This is an optimization exercise on Yosys and OpenROAD, whose aim is small area, not a production implementation.
The RTL was checked by simulation tests, not by an equivalence proof against the original design.
No activity file was given, so power comes from the tool's default toggle rates.

### design/flow/flow/run.sh
#!/bin/bash
# Own layout flow: the standard flow (standard.sh), with two changes to synthesis only:
#  - the final ABC mapping uses flow/map.abc (deeper area-oriented optimisation) instead of
#    ORFS's speed script, through the abc override in flow/my_synth.tcl;
#  - Yosys's adder extraction (ADDER_MAP_FILE) is skipped so ABC optimises that logic too.
# Port buffers (one per input and output port, as in the standard flow) use buf_1.
# Registers, their names and cell types are the standard synthesis's.
set -euo pipefail
W=$(pwd)
export MY_ABC_SCRIPT=$W/flow/map.abc
export FLOW_SYNTH_TCL=$W/synth_recipe.tcl
bash standard.sh SYNTH_SCRIPT=$W/flow/my_synth.tcl ADDER_MAP_FILE= "BUFFER_PORTS_ARGS=-buffer_cell sky130_fd_sc_hd__buf_1" finish > $W/flow_make.log 2>&1
### design/flow/flow/map.abc
strash
&get -n
&deepsyn -T 30
&put
dch
amap
topo
stime -c
### design/flow/flow/my_synth.tcl
# Standard synthesis (synth_recipe.tcl) with only the final ABC mapping script replaced:
# ORFS calls abc with its speed script and -D set from the SDC; this runs MY_ABC_SCRIPT with
# -D 20000 (ps) and the same liberty, dont_use and constraint arguments.
set my_dir [file dirname [file normalize [info script]]]
proc abc {args} {
  global my_dir
  set a [list]
  set skip 0
  foreach x $args {
    if {$skip} { set skip 0; continue }
    if {$x eq "-script" || $x eq "-D"} { set skip 1; continue }
    lappend a $x
  }
  yosys abc -script $::env(MY_ABC_SCRIPT) -D 20000 {*}$a
}
source $::env(FLOW_SYNTH_TCL)
### design/flow/standard.sh
#!/bin/bash
# synth_recipe.tcl (not shown) runs the flow's synth.tcl, then flattens the netlist and writes it again
# the make line also repeats each setting of config.mk as NAME=value (left out here)
make -C /OpenROAD-flow-scripts/flow DESIGN_CONFIG=/design/flow/config.mk WORK_HOME=/design/flow/orfs CLKGATE_MAP_FILE= SYNTH_SCRIPT=/design/flow/synth_recipe.tcl "${@:-finish}"
### design/flow/config.mk
export PLATFORM = sky130hd
export DESIGN_NAME = vga_colorbar
export DESIGN_NICKNAME = vga_colorbar
export VERILOG_FILES = /design/flow/design.v
export SDC_FILE = /design/flow/constraint.sdc
export NUM_CORES = 4
export LEC_CHECK = 0
export CAP_MARGIN = 20
export CORE_MARGIN = 2
export CORE_UTILIZATION = 40
export CTS_BUF_LIST = sky130_fd_sc_hd__clkbuf_4
export PLACE_DENSITY = 0.6
export SLEW_MARGIN = 20
### design/flow/constraint.sdc
create_clock -name core_clock -period 20.0 [get_ports {sys_clk}]
set_input_delay 4.0000 -clock core_clock [delete_from_list [all_inputs] [get_ports {sys_clk}]]
set_output_delay 4.0000 -clock core_clock [all_outputs]
set_load 0.01 [all_outputs]
### design/flow/design.v
`timescale 1ns / 1ns
module pll(
    input wire sys_clk ,
    input wire sys_rst_n ,
    output wire vga_en
);
reg clk_25;
always @(posedge sys_clk or negedge sys_rst_n) begin
    if (!sys_rst_n) begin
        clk_25 <= 0;
    end else begin
        clk_25 <= ~clk_25;
    end
end
assign vga_en = ~clk_25;
endmodule
`timescale 1ns / 1ns
module vga_ctrl(
    input  wire        vga_clk,
    input  wire        vga_en,
    input  wire        sys_rst_n,
    output reg  [9:0]  h_counter,
    output reg  [9:0]  v_counter,
    output wire        hsync,
    output wire        vsync
);
wire h_end = (h_counter == 10'd810);
always @(posedge vga_clk or negedge sys_rst_n) begin
    if (!sys_rst_n) begin
        h_counter <= 10'd11;
    end else if (vga_en) begin
        if (h_end) h_counter <= 10'd11;
        else       h_counter <= h_counter + 1'd1;
    end
end
always @(posedge vga_clk or negedge sys_rst_n) begin
    if (!sys_rst_n) begin
        v_counter <= 10'd31;
    end else if (vga_en && h_end) begin
        if (v_counter == 10'd555) v_counter <= 10'd31;
        else                      v_counter <= v_counter + 1'd1;
    end
end
assign hsync = (h_counter < 10'd107);
assign vsync = (v_counter < 10'd33);
endmodule
`timescale 1ns / 1ns
module vga_pic(
    input  wire [9:0] h,
    input  wire [9:0] v,
    output wire       draw
);
    wire in_band = (v >= 10'd256) && (v < 10'd346);
    wire [6:0] yo = v[6:0];
    wire in_m = (h >= 10'd275) && (h < 10'd365);
    wire [4:0] t = h[4:0];
    wire side = (h >= 10'd320);
    reg [6:0] fv;
    always @(*) begin
        case (t)
            5'd0: fv = 7'd0;
            5'd1: fv = 7'd2;
            5'd2: fv = 7'd5;
            5'd3: fv = 7'd8;
            5'd4: fv = 7'd11;
            5'd5: fv = 7'd14;
            5'd6: fv = 7'd16;
            5'd7: fv = 7'd19;
            5'd8: fv = 7'd22;
            5'd9: fv = 7'd25;
            5'd10: fv = 7'd28;
            5'd11: fv = 7'd30;
            5'd12: fv = 7'd33;
            5'd13: fv = 7'd36;
            5'd14: fv = 7'd39;
            5'd15: fv = 7'd42;
            5'd16: fv = 7'd45;
            5'd17: fv = 7'd47;
            5'd18: fv = 7'd50;
            5'd19: fv = 7'd53;
            5'd20: fv = 7'd56;
            5'd21: fv = 7'd59;
            5'd22: fv = 7'd61;
            5'd23: fv = 7'd64;
            5'd24: fv = 7'd67;
            5'd25: fv = 7'd70;
            5'd26: fv = 7'd73;
            5'd27: fv = 7'd75;
            5'd28: fv = 7'd78;
            5'd29: fv = 7'd81;
            5'd30: fv = 7'd84;
            5'd31: fv = 7'd87;
            default: fv = 7'd0;
        endcase
    end
    wire [7:0] z = side ? (8'd90 - {1'b0, yo}) : {1'b0, yo};
    wire [7:0] d = z + 8'd7 - {1'b0, fv};
    wire band = (d < 8'd15);
    wire draw_m = in_m && ((h < 10'd292) || (h >= 10'd348) || band);
    wire in_u = (h >= 10'd390) && (h < 10'd480);
    wire draw_u = in_u && ((h < 10'd405) || (h >= 10'd465) || (yo >= 7'd75));
    wire in_s = (h >= 10'd505) && (h < 10'd595);
    wire s_l = (h < 10'd520);
    wire s_r = (h >= 10'd581);
    wire draw_s = in_s && (
        ((yo < 7'd15) && !s_l) ||
        ((yo >= 7'd15) && (yo < 7'd38) && s_l) ||
        ((yo >= 7'd38) && (yo < 7'd45) && !s_r) ||
        ((yo >= 7'd45) && (yo < 7'd53) && !s_l) ||
        ((yo >= 7'd53) && (yo < 7'd76) && s_r) ||
        ((yo >= 7'd76) && !s_r));
    wire in_t = (h >= 10'd620) && (h < 10'd710);
    wire draw_t = in_t && ((yo < 7'd15) || ((h >= 10'd658) && (h < 10'd673)));
    assign draw = in_band && (draw_m || draw_u || draw_s || draw_t);
endmodule
`timescale 1ns / 1ns
module vga_colorbar(
input wire sys_clk ,
input wire sys_rst_n ,
output wire hsync ,
output wire vsync ,
output wire [15:0] rgb
);
 wire vga_en;
 wire [9:0] h;
 wire [9:0] v;
 wire draw;
 pll pll_inst (.sys_clk(sys_clk), .sys_rst_n(sys_rst_n), .vga_en(vga_en));
 vga_ctrl vga_ctrl_inst (
 .vga_clk(sys_clk), .vga_en(vga_en), .sys_rst_n(sys_rst_n),
 .h_counter(h), .v_counter(v), .hsync(hsync), .vsync(vsync));
 vga_pic vga_pic_inst (.h(h), .v(v), .draw(draw));
 assign rgb = {16{draw}};
endmodule
==> results of run 1 <==
[sequential cells by signal (all words and copies together) (netlist names)]
| register | count |
|---|---|
| pll_inst.clk_25 | 1 |
| vga_ctrl_inst.h_counter | 10 |
| vga_ctrl_inst.v_counter | 10 |
[metal layers]
layer  GRT usage  up-vias  part of all wire
met2      0.2650       61              0.44
li1            -      992                 -
met5           0        -                 0
met4     0.05241        0            0.0056
met3     0.01667        2             0.053
met1      0.2674      844              0.51
[worst register-to-register path: stages, from the launching register on]
cell	delay, ps
sky130_fd_sc_hd__dfstp_2	590
sky130_fd_sc_hd__clkinv_1	150
sky130_fd_sc_hd__nor2_1	190
sky130_fd_sc_hd__clkinv_1	170
sky130_fd_sc_hd__nor3_1	160
sky130_fd_sc_hd__nand3_1	90
sky130_fd_sc_hd__nor3_1	610
sky130_fd_sc_hd__and3_1	330
sky130_fd_sc_hd__nand2_1	110
sky130_fd_sc_hd__nor4_1	440
sky130_fd_sc_hd__nand2_1	130
sky130_fd_sc_hd__a21oi_1	160
[power groups by stage]
stage | clock network, mW | registers [mW] | logic [mW]
floorplan | 0 | 0.0433 | 0.000000474
global placement | 0 | 0.0433 | 0.00103
detailed placement | 0 | 0.0433 | 0.00106
CTS | 0.0209 | 0.0425 | 0.00106
global route | 0.0222 | 0.0426 | 0.00120
finish | 0.0201 | 0.0425 | 0.000958
[path summary, 6_finish.rpt]
path,startpoint,end,slack (ps),cells after the start
worst max-delay path,vga_ctrl_inst.h_counter[3]$_DFFE_PN1N_,rgb[11],11040,18
worst min-delay path,pll_inst.clk_25$_DFF_PN0_,vga_ctrl_inst.h_counter[0]$_DFFE_PN1N_,450,1
worst max register to register,vga_ctrl_inst.h_counter[1]$_DFFE_PN1N_,vga_ctrl_inst.v_counter[8]$_DFFE_PN0P_,16810,11
worst min register to register,pll_inst.clk_25$_DFF_PN0_,vga_ctrl_inst.h_counter[0]$_DFFE_PN1N_,450,1
max in group asynchronous,sys_rst_n,vga_ctrl_inst.h_counter[0]$_DFFE_PN1N_,16090,2
min in group asynchronous,sys_rst_n,vga_ctrl_inst.h_counter[9]$_DFFE_PN0N_,3630,2
[kinds of logic (layout without fill, tap and decap cells)]
group,after synthesis,in the layout,synth area share
flops,21,21,0.2890
compound gates,82,82,0.2816
simple gates,123,123,0.2897
buf+inv,53,61,0.1398
[layout by cell type (no fill, tap or decap), types with 3 or more instances in the layout]
master / n
sky130_fd_sc_hd__a211oi_1: 6
sky130_fd_sc_hd__a21oi_1: 30
sky130_fd_sc_hd__a22oi_1: 4
sky130_fd_sc_hd__a31oi_1: 4
sky130_fd_sc_hd__buf_1: 19
sky130_fd_sc_hd__clkbuf_4: 3
sky130_fd_sc_hd__clkinv_1: 37
sky130_fd_sc_hd__dfrtp_1: 13
sky130_fd_sc_hd__dfstp_2: 8
sky130_fd_sc_hd__nand2_1: 21
sky130_fd_sc_hd__nand3_1: 5
sky130_fd_sc_hd__nand4_1: 3
sky130_fd_sc_hd__nor2_1: 66
sky130_fd_sc_hd__nor2b_1: 4
sky130_fd_sc_hd__nor3_1: 8
sky130_fd_sc_hd__nor4_1: 7
sky130_fd_sc_hd__o21a_1: 6
sky130_fd_sc_hd__o21ai_0: 11
sky130_fd_sc_hd__o22ai_1: 5
sky130_fd_sc_hd__or3_1: 3
[cell type report]
type | count | area (um2) | area share
Clock inverter | 1 | 5.005 | 0.002620
Tap cell | 52 | 65.06 | 0.03405
Timing Repair Buffer | 20 | 78.83 | 0.04126
Multi-Input combinational cell | 205 | 1065 | 0.5573
Sequential cell | 21 | 535.5 | 0.2803
Inverter | 37 | 138.9 | 0.07269
Clock buffer | 3 | 22.52 | 0.01179
[per-stage QoR]
stage	setup WS [ps]	util	std cells	hold slack, ps	instance area (um2)
final	11040	0.4328	339	454.4	1911
after global routing	10420	0.4328	339	492.9	1911
after CTS	11010	0.4328	339	457.4	1911
after detailed placement	11380	0.4266	335	441.3	1883
after global placement	11460	0.4266	335	433.5	1883
after floorplan	11440	-	279	419.5	1853
==> qor_table.md, run 1 <==
| Parameter | Value | Unit |
|---|---|---|
| Antenna cells | 0 | - |
| Post-DP HPWL | 3529 | um |
| CORE AREA | 0.004414 | mm2 |
| CTS sink cnt | 21 | - |
| Unrepaired setup endpoints after global routing | false | - |
| Part of the total power dissipated in combinational logic | 0.015 | - |
| Final TNS setup | 0 | ps |
| DRC marker count from the first detailed-route iteration | 191 | - |
| Avg Vias per Cell | 5.602 | - |
| Least-Margin Pin Slew | 988.9 | ps |
| Final RePlAce weighted congestion | 0.9482 | - |
| Number of nets in the synthesized netlist | 281 | - |
| Gate family responsible for the most delay along the worst path | compound AO/OA/AOI/OAI gates | - |
| Hold Buf Count CTS | 0 | - |
| Detailed-route wire length | 4439 | um |
| Initial DRT Pass Iterations | 5 | - |
| Starting Density | 0.4198 | - |
| Sequential Power Share | 0.669 | - |
| Number of top-level pins | 20 | - |
| Ordered cell list for the critical path | clkinv_1 > o32ai_1 > a21oi_1 > a221oi_1 > nor2_1 > a21oi_1 > and2_0 > nor2_1 > o21ai_0 > clkinv_1 > o22ai_1 > nor3_1 > nor3_1 > nor3b_1 > a2111oi_0 > nor4_1 > nor4_2 > buf_1 | - |
| Max-Slew Margin vs Limit | 0.3352 | - |
| FFs w/ async S/R, synth | 1.000 | - |
| Clock tree from TritonCTS | yes | - |
| Die Y | 72.06 | um |
| Max-slew violations | 0 | - |
| Area of the die | 0.005193 | mm2 |
| Number of buffers created by CTS | 3 | - |
| Antenna violations before repair | 0 | - |
| Sw power | 13.40 | uW |
| Area overhead of the layout relative to synthesis | 3.106 | % |
| Fin crit period | 8964 | ps |
| Setup clock skew after layout | 10.68 | ps |
| Data arrival time of the worst path | 4960 | ps |
| Nets | 290 | - |
| Biggest area consumer among synthesized cells | sky130_fd_sc_hd__dfrtp_1 | - |
| Overall power | 63.56 | uW |
| Global-route wire length before repair | 7555 | um |
| Maximum frequency from static timing analysis | 111.6 | MHz |
| Post-route fraction of the period consumed by the critical path | 0.4482 | - |
| Port-buffer cells | 19 | - |
| Post-CTS repair timing setup buffer count | 0 | - |
| Critical path class | flip-flop to output pin | - |
| Clock transition at path regs | 110 | ps |
| Filler cells | 474 | - |
| Most common cell in the netlist | sky130_fd_sc_hd__nor2_1 | - |
| Overflow left after global routing | 0 | - |
| Final number of hold-violating endpoints | 0 | - |
| Clock network power share | 0.316 | - |
| Average wire per standard cell | 13.09 | um |
| Number of enable-type register cells in the synthesized netlist | 0 | - |
| Proportion of synthesized chip area in sequential cells | 0.2890 | - |
| Overall Global Routing Usage | 0.1764 | - |
| Maximum number of pins on one net before global-route repair | 22 | - |
| Flip-flop and latch count after synthesis | 21 | - |
| Share of Yosys cell area claimed by the top area cell type | 0.1756 | - |
| Share of final-layout standard cells stronger than drive strength 1 | 0.04878 | - |
| Synthesized area | 0.001853 | mm2 |
| Static leakage | 0.6869 | nW |
| Endpoint kind of the worst setup timing path | output pin | - |
| Int Power | 50.16 | uW |
| Worst-path cell with the longest stage delay | sky130_fd_sc_hd__nor4_2 | - |
| Total number of yosys warnings | 3 | - |
| Leading post-synthesis cells by cell area | sky130_fd_sc_hd__dfrtp_1, sky130_fd_sc_hd__nor2_1, sky130_fd_sc_hd__dfstp_2 | - |
| Power per cell area | 33.27 | mW/mm2 |
| DRC errors left | 0 | - |
| CTS resizes | 0 | - |
| Run status | complete, no violations | - |
| Via count | 1899 | - |
| Post-synth top cells | sky130_fd_sc_hd__nor2_1, sky130_fd_sc_hd__clkinv_1, sky130_fd_sc_hd__a21oi_1 | - |
| Critical path launch point type | flip-flop | - |
| Max FO, Critical Path | 16 | - |
| Yosys cell types | 34 | - |
| CTS H-tree depth | 1 | - |
| Delay contributed by the slowest stage of the critical path | 760 | ps |
| Final-report setup violation count | 0 | - |
| Cells after Synth | 279 | - |
| Count of antenna-violating nets left after detailed routing | 0 | - |
| Longest Clk Path Bufs | 2 | - |
| Via count of the first global-routing pass | 1661 | - |
| Hold Path Class | flip-flop to flip-flop | - |
| VDD IR max | 0.00003904 | V |
| Max Cap Viol | 0 | - |
| Most instantiated flip-flop cell in the synthesis netlist | sky130_fd_sc_hd__dfrtp_1 | - |
| Switching part of the total power | 0.2108 | - |
| Std cell rows | 24 | - |
| Data required time of the critical path | 16000 | ps |
| Die Span X | 72.06 | um |
| Post-synthesis area per instance | 6.642 | um2 |
| Worst-skew pair later-pin latency | 300 | ps |
| Clk Tree Root Cell | sky130_fd_sc_hd__clkbuf_4 | - |
| Combined buffer and inverter count along the critical path | 3 | - |
==> inputs of run 2 (changes only) <==
--- a/design/flow/config.mk
+++ b/design/flow/config.mk
@@ -9,5 +9,6 @@
 export CORE_MARGIN = 2
 export CORE_UTILIZATION = 40
 export CTS_BUF_LIST = sky130_fd_sc_hd__clkbuf_4
+export CTS_CLUSTER_SIZE = 8
 export PLACE_DENSITY = 0.6
 export SLEW_MARGIN = 20
==> run 2 against run 1 <==
Critical path type unchanged. Worst hold slack is the same. Utilization unchanged. First-iteration DRC count did not move. Clock skew stayed put. Die area stayed put. Critical endpoint unchanged. Highest routed layer unchanged. Clock power barely moved. Synthesized area stayed put. Combinational power about the same. Count of clock-buffer cells in the layout stayed put. Still clean. Global-route usage is the same.
==> qor_table.md, run 2 <==
| Parameter | Value | Unit | Change |
|---|---|---|---|
| Run status | complete, no violations | - |  |
| Setup clock skew after layout | 10.68 | ps | unchanged |
| Number of top-level pins | 20 | - | unchanged |
| FFs w/ async S/R, synth | 1.000 | - | unchanged |
| Hold Buf Count CTS | 0 | - | unchanged |
| Power per cell area | 33.27 | mW/mm2 | unchanged |
| Worst-path cell with the longest stage delay | sky130_fd_sc_hd__nor4_2 | - |  |
| CTS sink cnt | 21 | - | unchanged |
| Flip-flop and latch count after synthesis | 21 | - | unchanged |
| Number of nets in the synthesized netlist | 281 | - | unchanged |
| Post-synth top cells | sky130_fd_sc_hd__nor2_1, sky130_fd_sc_hd__clkinv_1, sky130_fd_sc_hd__a21oi_1 | - |  |
| Most instantiated flip-flop cell in the synthesis netlist | sky130_fd_sc_hd__dfrtp_1 | - |  |
| Total number of yosys warnings | 3 | - | unchanged |
| Global-route wire length before repair | 7555 | um | unchanged |
| DRC marker count from the first detailed-route iteration | 191 | - | unchanged |
| Ordered cell list for the critical path | clkinv_1 > o32ai_1 > a21oi_1 > a221oi_1 > nor2_1 > a21oi_1 > and2_0 > nor2_1 > o21ai_0 > clkinv_1 > o22ai_1 > nor3_1 > nor3_1 > nor3b_1 > a2111oi_0 > nor4_1 > nor4_2 > buf_1 | - |  |
| Avg Vias per Cell | 5.602 | - | unchanged |
| Initial DRT Pass Iterations | 5 | - | unchanged |
| Multiplexer share of the synthesized area | 0 | - | unchanged |
| Clock transition at path regs | 110 | ps | about the same |
| Std cell rows | 24 | - | unchanged |
| Core utilization of the finished layout | 0.4328 | - | unchanged |
| Post-synthesis xor/xnor area fraction | 0 | - | unchanged |
| CORE AREA | 0.004414 | mm2 | unchanged |
| Starting Density | 0.4198 | - | unchanged |
| Met2 global-route usage | 0.2650 | - | unchanged |
| Fin crit period | 8964 | ps | unchanged |
| Synthesized area | 0.001853 | mm2 | unchanged |
| Worst setup path end | rgb[11] | - |  |
| Unrepaired setup endpoints after global routing | false | - |  |
| Antenna violations before repair | 0 | - | unchanged |
| Overflow left after global routing | 0 | - | unchanged |
| Proportion of synthesized chip area in sequential cells | 0.2890 | - | unchanged |
| Critical path class | flip-flop to output pin | - |  |
| Cells after Synth | 279 | - | unchanged |
| Port-buffer cells | 19 | - | unchanged |
| CTS H-tree depth | 1 | - | unchanged |
| Area fraction in and, or, nand and nor cells after synthesis | 0.2897 | - | unchanged |
| Clk Tree Root Cell | sky130_fd_sc_hd__clkbuf_4 | - |  |
| Main combinational cell family by area after synthesis | simple AND/OR/NAND/NOR gates | - |  |
| Commonest cells after routing, fill and taps aside | sky130_fd_sc_hd__nor2_1, sky130_fd_sc_hd__clkinv_1, sky130_fd_sc_hd__a21oi_1 | - |  |
| Longest Clk Path Bufs | 2 | - | unchanged |
| Final RePlAce weighted congestion | 0.9482 | - | unchanged |
| Critical path launch point type | flip-flop | - |  |
| Post-CTS repair timing setup buffer count | 0 | - | unchanged |
| Max Cap Viol | 0 | - | unchanged |
| Data arrival time of the worst path | 4960 | ps | about the same |
| VDD IR max | 0.00003904 | V | unchanged |
| Number of buffers created by CTS | 3 | - | unchanged |
| Post-Place Cells | 335 | - | unchanged |
| Final TNS setup | 0 | ps | unchanged |
| Met3 usage | 0.01667 | - | unchanged |
| Delay contributed by the slowest stage of the critical path | 760 | ps | about the same |
| Count of antenna-violating nets left after detailed routing | 0 | - | unchanged |
| Grt met1 use | 0.2674 | - | unchanged |
| Die Y | 72.06 | um | unchanged |
| Post-route fraction of the period consumed by the critical path | 0.4482 | - | unchanged |
| Least-Margin Pin Slew | 988.9 | ps | unchanged |
| Compound-Gate Fraction of Synth Area | 0.2816 | - | unchanged |
| Most common cell in the netlist | sky130_fd_sc_hd__nor2_1 | - |  |
| Detailed-route wire length | 4439 | um | unchanged |
| Maximum frequency from static timing analysis | 111.6 | MHz | unchanged |
| Biggest area consumer among synthesized cells | sky130_fd_sc_hd__dfrtp_1 | - |  |
| DRC errors left | 0 | - | unchanged |
| Share of final-layout standard cells stronger than drive strength 1 | 0.04878 | - | unchanged |
| FF-to-FF Start | vga_ctrl_inst.h_counter[1]$_DFFE_PN1N_ | - |  |
| Via count | 1899 | - | unchanged |
| Die Span X | 72.06 | um | unchanged |
| Share of Yosys cell area claimed by the top area cell type | 0.1756 | - | unchanged |
| Number of enable-type register cells in the synthesized netlist | 0 | - | unchanged |
| Flop-to-flop setup slack | 16810 | ps | about the same |
| Post-DP HPWL | 3529 | um | unchanged |
| Nets | 290 | - | unchanged |
| Maximum number of pins on one net before global-route repair | 22 | - | unchanged |
| Most frequent standard cell in the layout excluding fill and tap cells | sky130_fd_sc_hd__nor2_1 | - |  |
| Max-slew violations | 0 | - | unchanged |
| Post-synthesis area per instance | 6.642 | um2 | unchanged |
| Depth of the most critical reg-to-reg path | 11 | - | unchanged |
| Busiest layer in global routing | met1 | - |  |
| Leading post-synthesis cells by cell area | sky130_fd_sc_hd__dfrtp_1, sky130_fd_sc_hd__nor2_1, sky130_fd_sc_hd__dfstp_2 | - |  |
| Endpoint kind of the worst setup timing path | output pin | - |  |
| Max FO, Critical Path | 16 | - | unchanged |
| Via count of the first global-routing pass | 1661 | - | unchanged |
| Worst-skew pair later-pin latency | 300 | ps | about the same |
| Hold Path Class | flip-flop to flip-flop | - |  |
| Average wire per standard cell | 13.09 | um | unchanged |
| Final-report setup violation count | 0 | - | unchanged |
| Registers with the most flip-flops | vga_ctrl_inst.h_counter x10, vga_ctrl_inst.v_counter x10, pll_inst.clk_25 x1 | - |  |
| Endpoint of the lowest-slack register-to-register path | vga_ctrl_inst.v_counter[8]$_DFFE_PN0P_ | - |  |
| Static leakage | 0.6869 | nW | unchanged |
| Overall Global Routing Usage | 0.1764 | - | unchanged |
| CTS resizes | 0 | - | unchanged |
| Antenna cells | 0 | - | unchanged |
| Post-Layout Cell Count | 339 | - | unchanged |
| Clock tree from TritonCTS | yes | - |  |
| Data required time of the critical path | 16000 | ps | about the same |
| Final number of hold-violating endpoints | 0 | - | unchanged |
| Post-synthesis adder-cell area fraction | 0 | - | unchanged |
| Area of the die | 0.005193 | mm2 | unchanged |
| CP Launch Point | vga_ctrl_inst.h_counter[3]$_DFFE_PN1N_ | - |  |
| Max-Slew Margin vs Limit | 0.3352 | - | unchanged |
| Area overhead of the layout relative to synthesis | 3.106 | % | unchanged |
| Yosys cell types | 34 | - | unchanged |
==> run 2: area by class of cell <==
class                           instances  area (um2)
Clock buffer                            3       22.52
Clock inverter                          1       5.005
Fill cell                             474        2504
Inverter                               37       138.9
Multi-Input combinational cell        205        1065
Sequential cell                        21       535.5
Tap cell                               52       65.06
Timing Repair Buffer                   20       78.83
==> run 2: metal layers <==
metal  up-vias  routed length (um)
met2        61                1934
met5         -                   0
met4         0                  25
li1        992                   -
met3         2                 237
met1       844                2242
==> run 2: report_power, final <==
part | internal [mW] | switching, mW
clock | 0.00745 | 0.0126
sequential | 0.0425 | 0
combinational | 0.000175 | 0.000782
==> run 2: logic make-up (layout without fill, tap and decap cells) <==
family | Yosys count | after routing
buf+inv | 53 | 61
flops | 21 | 21
compound gates | 82 | 82
simple gates | 123 | 123
==> run 2: per-stage QoR <==
stage	cell area [um2]	total power, mW	setup WS (ps)	hold WS [ps]
final	1911	0.06356	11040	454.4
after global routing	1911	0.06599	10420	492.9
after global placement	1883	0.04431	11460	433.5
after CTS	1911	0.06455	11010	457.4
after detailed placement	1883	0.04434	11380	441.3
after floorplan	1853	0.04329	11440	419.5
==> run 2: worst max-delay path: cells and delay by family (launching register included) <==
family,cells,cell delay [ps]
compound gates,7,1850
flops,1,660
buf+inv,3,570
simple gates,8,1610
==> run 2: how the worst min path moves through the flow <==
stage / start / to / slack, ps / cells past startpoint
6_report: pll_inst.clk_25$_DFF_PN0_ / vga_ctrl_inst.h_counter[0]$_DFFE_PN1N_ / 450 / 1
5_1_grt: pll_inst.clk_25$_DFF_PN0_ / vga_ctrl_inst.h_counter[0]$_DFFE_PN1N_ / 490 / 1
4_1_cts: pll_inst.clk_25$_DFF_PN0_ / vga_ctrl_inst.h_counter[0]$_DFFE_PN1N_ / 460 / 1
3_5_place_dp: pll_inst.clk_25$_DFF_PN0_ / vga_ctrl_inst.h_counter[0]$_DFFE_PN1N_ / 440 / 1
3_3_place_gp: pll_inst.clk_25$_DFF_PN0_ / vga_ctrl_inst.h_counter[0]$_DFFE_PN1N_ / 430 / 1
2_1_floorplan: pll_inst.clk_25$_DFF_PN0_ / vga_ctrl_inst.h_counter[0]$_DFFE_PN1N_ / 420 / 1
==> inputs of run 3 (changes only) <==
==> design/flow/flow/run.sh (replaced) <==
#!/bin/bash
# Own layout flow: the standard flow (standard.sh), with two changes to synthesis only:
#  - the final ABC mapping uses flow/map.abc (deeper area-oriented optimisation) instead of
#    ORFS's speed script, through the abc override in flow/my_synth.tcl;
#  - Yosys's adder extraction (ADDER_MAP_FILE) is skipped so ABC optimises that logic too.
# Registers, their names and cell types are the standard synthesis's.
set -euo pipefail
W=$(pwd)
export MY_ABC_SCRIPT=$W/flow/map.abc
export FLOW_SYNTH_TCL=$W/synth_recipe.tcl
bash standard.sh SYNTH_SCRIPT=$W/flow/my_synth.tcl ADDER_MAP_FILE= finish > $W/flow_make.log 2>&1
--- a/design/flow/config.mk
+++ b/design/flow/config.mk
@@ -8,7 +8,5 @@
 export CAP_MARGIN = 20
 export CORE_MARGIN = 2
 export CORE_UTILIZATION = 40
-export CTS_BUF_LIST = sky130_fd_sc_hd__clkbuf_4
-export CTS_CLUSTER_SIZE = 8
 export PLACE_DENSITY = 0.6
 export SLEW_MARGIN = 20
==> run 3 against run 2 <==
Via count fell by 1.1%. Critical path depth is 5 higher. Global-route usage is 1.0 points higher. Clock power is 38% higher. Clock skew decreased by 5.4 ps. Worst hold slack got worse by 7.4 ps. Flip-flop and latch count is the same. Total power grew 12%.
==> qor_table.md, run 3 <==
| Parameter | Value | Unit | Change |
|---|---|---|---|
| Run status | complete, no violations | - |  |
| Total area of sequential cells | 535.5 | um2 | unchanged |
| Area fraction in and, or, nand and nor cells after synthesis | 0.2897 | - | unchanged |
| Max Cap Viol | 0 | - | unchanged |
| Data arrival time of the worst path | 5160 | ps | +200 ps |
| Share of final-layout standard cells stronger than drive strength 1 | 0.04545 | - | -0.003326 |
| Post-DP HPWL | 3642 | um | +3.2% |
| Hold Path Depth | 1 | - | unchanged |
| Overall Global Routing Usage | 0.1868 | - | +0.01048 |
| Clk Tree Root Cell | sky130_fd_sc_hd__clkbuf_8 | - |  |
| Critical path launch point type | flip-flop | - |  |
| Die Y | 72.06 | um | unchanged |
| Post-synthesis area per instance | 6.642 | um2 | unchanged |
| VDD IR max | 0.00003750 | V | -3.9% |
| Ordered cell list for the critical path | clkinv_1 > nor2_1 > clkinv_1 > nor2_1 > nor2_1 > nor2_1 > clkinv_1 > o21ai_0 > nor2_1 > a21oi_1 > nor2_1 > a21oi_1 > o21ai_0 > o31ai_1 > a21oi_1 > nor2_1 > o41ai_1 > nor3_1 > nor3b_1 > a2111oi_0 > nor4_1 > nor4_4 > clkdlybuf4s50_1 | - |  |
| Std cell rows | 24 | - | unchanged |
| Clock network power share | 0.389 | - | +0.073 |
| Post-route fraction of the period consumed by the critical path | 0.4578 | - | +0.009570 |
| Setup clock skew after layout | 5.277 | ps | -5.404 ps |
| Delay contributed by the slowest stage of the critical path | 670 | ps | -90 ps |
| Via count | 1879 | - | -1.1% |
| Max-slew violations | 0 | - | unchanged |
| Depth of the most critical reg-to-reg path | 11 | - | unchanged |
| Area overhead of the layout relative to synthesis | 10.60 | % |  |
| Max FO, Critical Path | 16 | - | unchanged |
| Start point of the worst min-delay path | pll_inst.clk_25$_DFF_PN0_ | - |  |
| Part of the total power dissipated in combinational logic | 0.013 | - | -0.002 |
| Final RePlAce weighted congestion | 0.8676 | - | -8.5% |
| Average wire per standard cell | 13.43 | um | +2.6% |
| Number of nets in the synthesized netlist | 281 | - | unchanged |
| Number of buffers created by CTS | 3 | - | unchanged |
| DRC errors left | 0 | - | unchanged |
| Synthesized area | 0.001853 | mm2 | unchanged |
| Antenna violations before repair | 0 | - | unchanged |
| Initial DRT Pass Iterations | 4 | - | -1 |
| Flip-flop and latch count after synthesis | 21 | - | unchanged |
| Overflow left after global routing | 0 | - | unchanged |
| Power per cell area | 34.69 | mW/mm2 | +4.3% |
| Final-report setup violation count | 0 | - | unchanged |
| Leading post-synthesis cells by cell area | sky130_fd_sc_hd__dfrtp_1, sky130_fd_sc_hd__nor2_1, sky130_fd_sc_hd__dfstp_2 | - |  |
| Die Span X | 72.06 | um | unchanged |
| Unrepaired setup endpoints after global routing | false | - |  |
| Grt met1 use | 0.2773 | - | +0.009875 |
| Worst setup margin | 10840 | ps | -191.4 ps |
| Main combinational cell family by area after synthesis | simple AND/OR/NAND/NOR gates | - |  |
| Proportion of synthesized chip area in sequential cells | 0.2890 | - | unchanged |
| Antenna cells | 0 | - | unchanged |
| Sequential Power Share | 0.598 | - | -0.071 |
| Static leakage | 0.7344 | nW | +6.9% |
| Multi-input combinational cell area | 0.001074 | mm2 | +0.82% |
| Cells after Synth | 279 | - | unchanged |
| Clock tree from TritonCTS | yes | - |  |
| Yosys cell types | 34 | - | unchanged |
| Flop-to-flop setup slack | 16870 | ps | +60 ps |
| Final TNS setup | 0 | ps | unchanged |
| Post-synthesis adder-cell area fraction | 0 | - | unchanged |
| Fin crit period | 9156 | ps | +191.4 ps |
| Most frequent standard cell in the layout excluding fill and tap cells | sky130_fd_sc_hd__nor2_1 | - |  |
| Number of enable-type register cells in the synthesized netlist | 0 | - | unchanged |
| Final number of hold-violating endpoints | 0 | - | unchanged |
| Met2 global-route usage | 0.2885 | - | +0.02345 |
| Commonest cells after routing, fill and taps aside | sky130_fd_sc_hd__nor2_1, sky130_fd_sc_hd__clkinv_1, sky130_fd_sc_hd__a21oi_1 | - |  |
| Biggest area consumer among synthesized cells | sky130_fd_sc_hd__dfrtp_1 | - |  |
| Overall power | 71.10 | uW | +12% |
| Filler cells | 465 | - | -1.9% |
| FF-to-FF Start | vga_ctrl_inst.h_counter[1]$_DFFE_PN1N_ | - |  |
| Share of Yosys cell area claimed by the top area cell type | 0.1756 | - | unchanged |
| Most instantiated flip-flop cell in the synthesis netlist | sky130_fd_sc_hd__dfrtp_1 | - |  |
| Nets | 289 | - | -0.34% |
| Maximum frequency from static timing analysis | 109.2 | MHz | -2.1% |
| Met3 usage | 0.01389 | - | -0.002778 |
| CTS sink cnt | 21 | - | unchanged |
| Count of antenna-violating nets left after detailed routing | 0 | - | unchanged |
| Critical path class | flip-flop to output pin | - |  |
| FFs w/ async S/R, synth | 1.000 | - | unchanged |
| Post-synth top cells | sky130_fd_sc_hd__nor2_1, sky130_fd_sc_hd__clkinv_1, sky130_fd_sc_hd__a21oi_1 | - |  |
| Detailed-route wire length | 4540 | um | +2.3% |
| Multiplexer share of the synthesized area | 0 | - | unchanged |
| Starting Density | 0.4198 | - | unchanged |
| Compound-Gate Fraction of Synth Area | 0.2816 | - | unchanged |
| Worst-case setup slack after placement | 10790 | ps | -588.5 ps |
| Sw power | 14.53 | uW | +8.4% |
| Data required time of the critical path | 16000 | ps | about the same |
| Max-Slew Margin vs Limit | 0.4026 | - | +0.06733 |
| Area of the die | 0.005193 | mm2 | unchanged |
| Endpoint of the lowest-slack register-to-register path | vga_ctrl_inst.v_counter[7]$_DFFE_PN0P_ | - |  |
| Endpoint kind of the worst setup timing path | output pin | - |  |
| Worst-path cell with the longest stage delay | sky130_fd_sc_hd__clkdlybuf4s50_1 | - |  |
| Hold Buf Count CTS | 0 | - | unchanged |
| Most common cell in the netlist | sky130_fd_sc_hd__nor2_1 | - |  |
| Worst hold margin | 447.0 | ps | -7.439 ps |
| Avg Vias per Cell | 5.559 | - | -0.76% |
| Int Power | 56.57 | uW | +13% |
| CORE AREA | 0.004414 | mm2 | unchanged |
| Maximum number of pins on one net before global-route repair | 22 | - | unchanged |
| CTS resizes | 0 | - | unchanged |
| Total number of yosys warnings | 3 | - | unchanged |
| Via count of the first global-routing pass | 1733 | - | +4.3% |
| Clock transition at path regs | 80 | ps | -30 ps |
| Least-Margin Pin Slew | 893.4 | ps | -95.57 ps |
| Port-buffer cells | 19 | - | unchanged |
| Worst-skew pair later-pin latency | 260 | ps | -40 ps |
| Switching part of the total power | 0.2044 | - | -0.006445 |
| DRC marker count from the first detailed-route iteration | 157 | - | -18% |
| Worst Hold Endpoint | vga_ctrl_inst.h_counter[0]$_DFFE_PN1N_ | - |  |
| Global-route wire length before repair | 7872 | um | +4.2% |
| Registers with the most flip-flops | vga_ctrl_inst.h_counter x10, vga_ctrl_inst.v_counter x10, pll_inst.clk_25 x1 | - |  |
| Busiest layer in global routing | met2 | - |  |
| Post-CTS repair timing setup buffer count | 0 | - | unchanged |
| Post-synthesis xor/xnor area fraction | 0 | - | unchanged |
| Longest Clk Path Bufs | 2 | - | unchanged |
| Hold Path Class | flip-flop to flip-flop | - |  |
| CTS H-tree depth | 1 | - | unchanged |
| Cell seen most often among critical-path stages | sky130_fd_sc_hd__nor2_1 | - |  |
| Number of top-level pins | 20 | - | unchanged |
-- run 3: cell counts after synthesis --
Identical to the previous run, type by type.
-- run 3: cell type report --
type,instances,share of cell area
multi-input combinational,205,0.5238
timing repair buffer,19,0.09280
sequential,21,0.2613
tap,52,0.03175
inverter,37,0.06777
clock buffer,3,0.02015
clock inverter,1,0.002442
-- run 3: logic make-up after synthesis --
family | count (synthesis)
and+or+nand+nor | 123
DFF | 21
buffers and inverters | 53
AOI/OAI and AO/OA | 82
-- run 3: power by group through the flow --
stage,combinational (mW),sequential (mW),clock [mW]
final,0.000930,0.0425,0.0277
after CTS,0.000996,0.0425,0.0287
after floorplan,0.000000474,0.0433,0
after detailed placement,0.000996,0.0433,0
after global routing,0.00117,0.0425,0.0303
after global placement,0.000984,0.0433,0
-- run 3: how the worst max path moves through the flow --
stage,start,slack [ps],endpoint,depth (start not counted)
after floorplan,vga_ctrl_inst.h_counter[1]$_DFFE_PN1N_,11440,rgb[0],20
after global routing,vga_ctrl_inst.h_counter[1]$_DFFE_PN1N_,10200,rgb[6],20
final,vga_ctrl_inst.h_counter[1]$_DFFE_PN1N_,10840,rgb[6],23
after global placement,vga_ctrl_inst.h_counter[3]$_DFFE_PN1N_,10920,rgb[0],18
after detailed placement,vga_ctrl_inst.h_counter[1]$_DFFE_PN1N_,10790,rgb[6],20
after CTS,vga_ctrl_inst.h_counter[1]$_DFFE_PN1N_,10470,rgb[6],20
-- run 3: critical path: cells and delay by family, from the launching register on --
family | cells | cell delay (ps)
simple gates | 11 | 1910
compound gates | 8 | 1330
buf+inv | 4 | 1050
flops | 1 | 580
-- run 3: metrics by stage --
stage | util | area [um2] | instances
final | 0.4643 | 2049 | 338
after detailed placement | 0.4518 | 1994 | 334
after global routing | 0.4643 | 2049 | 338
after floorplan | - | 1853 | 279
after global placement | 0.4518 | 1994 | 334
after CTS | 0.4623 | 2041 | 338
-- run 3: metal layers --
layer / wire [um] / up-vias / part of all wire
met5: 0 / - / 0
met4: 46 / 0 / 0.010
met3: 213 / 5 / 0.047
met2: 2049 / 46 / 0.45
met1: 2231 / 842 / 0.49
li1: - / 986 / -

## re-timing with driven ports
In the flow no input, the clock included, has a driving cell. The finished layouts below were timed again as built, in two steps. Step 1, drivers: a clkbuf_16 drives sys_clk and a buf_2 each remaining input, both assumed. Step 2, shift: input delay + t, output delay - t, t = (earliest + latest rising clock arrival at the registers) / 2. This alone moves slack from input paths to output paths. Three values: ideal, step 1, step 2; two values: the first two.
| run | t, ns | setup WS [ns] | worst setup path after step 2 | latest minus earliest clock arrival (ns) | pins driven straight from the clock port |
|---|---|---|---|---|---|
| run 1 | 0.319 | 11.036 / 11.014 / 11.333 | register to output | 0.011 / 0.011 | 1 |
| run 2 | 0.319 | 11.036 / 11.014 / 11.333 | register to output | 0.011 / 0.011 | 1 |
| run 3 | 0.284 | 10.844 / 10.819 / 11.104 | register to output | 0.005 / 0.005 | 1 |
After both steps setup and hold are still met in every run listed.
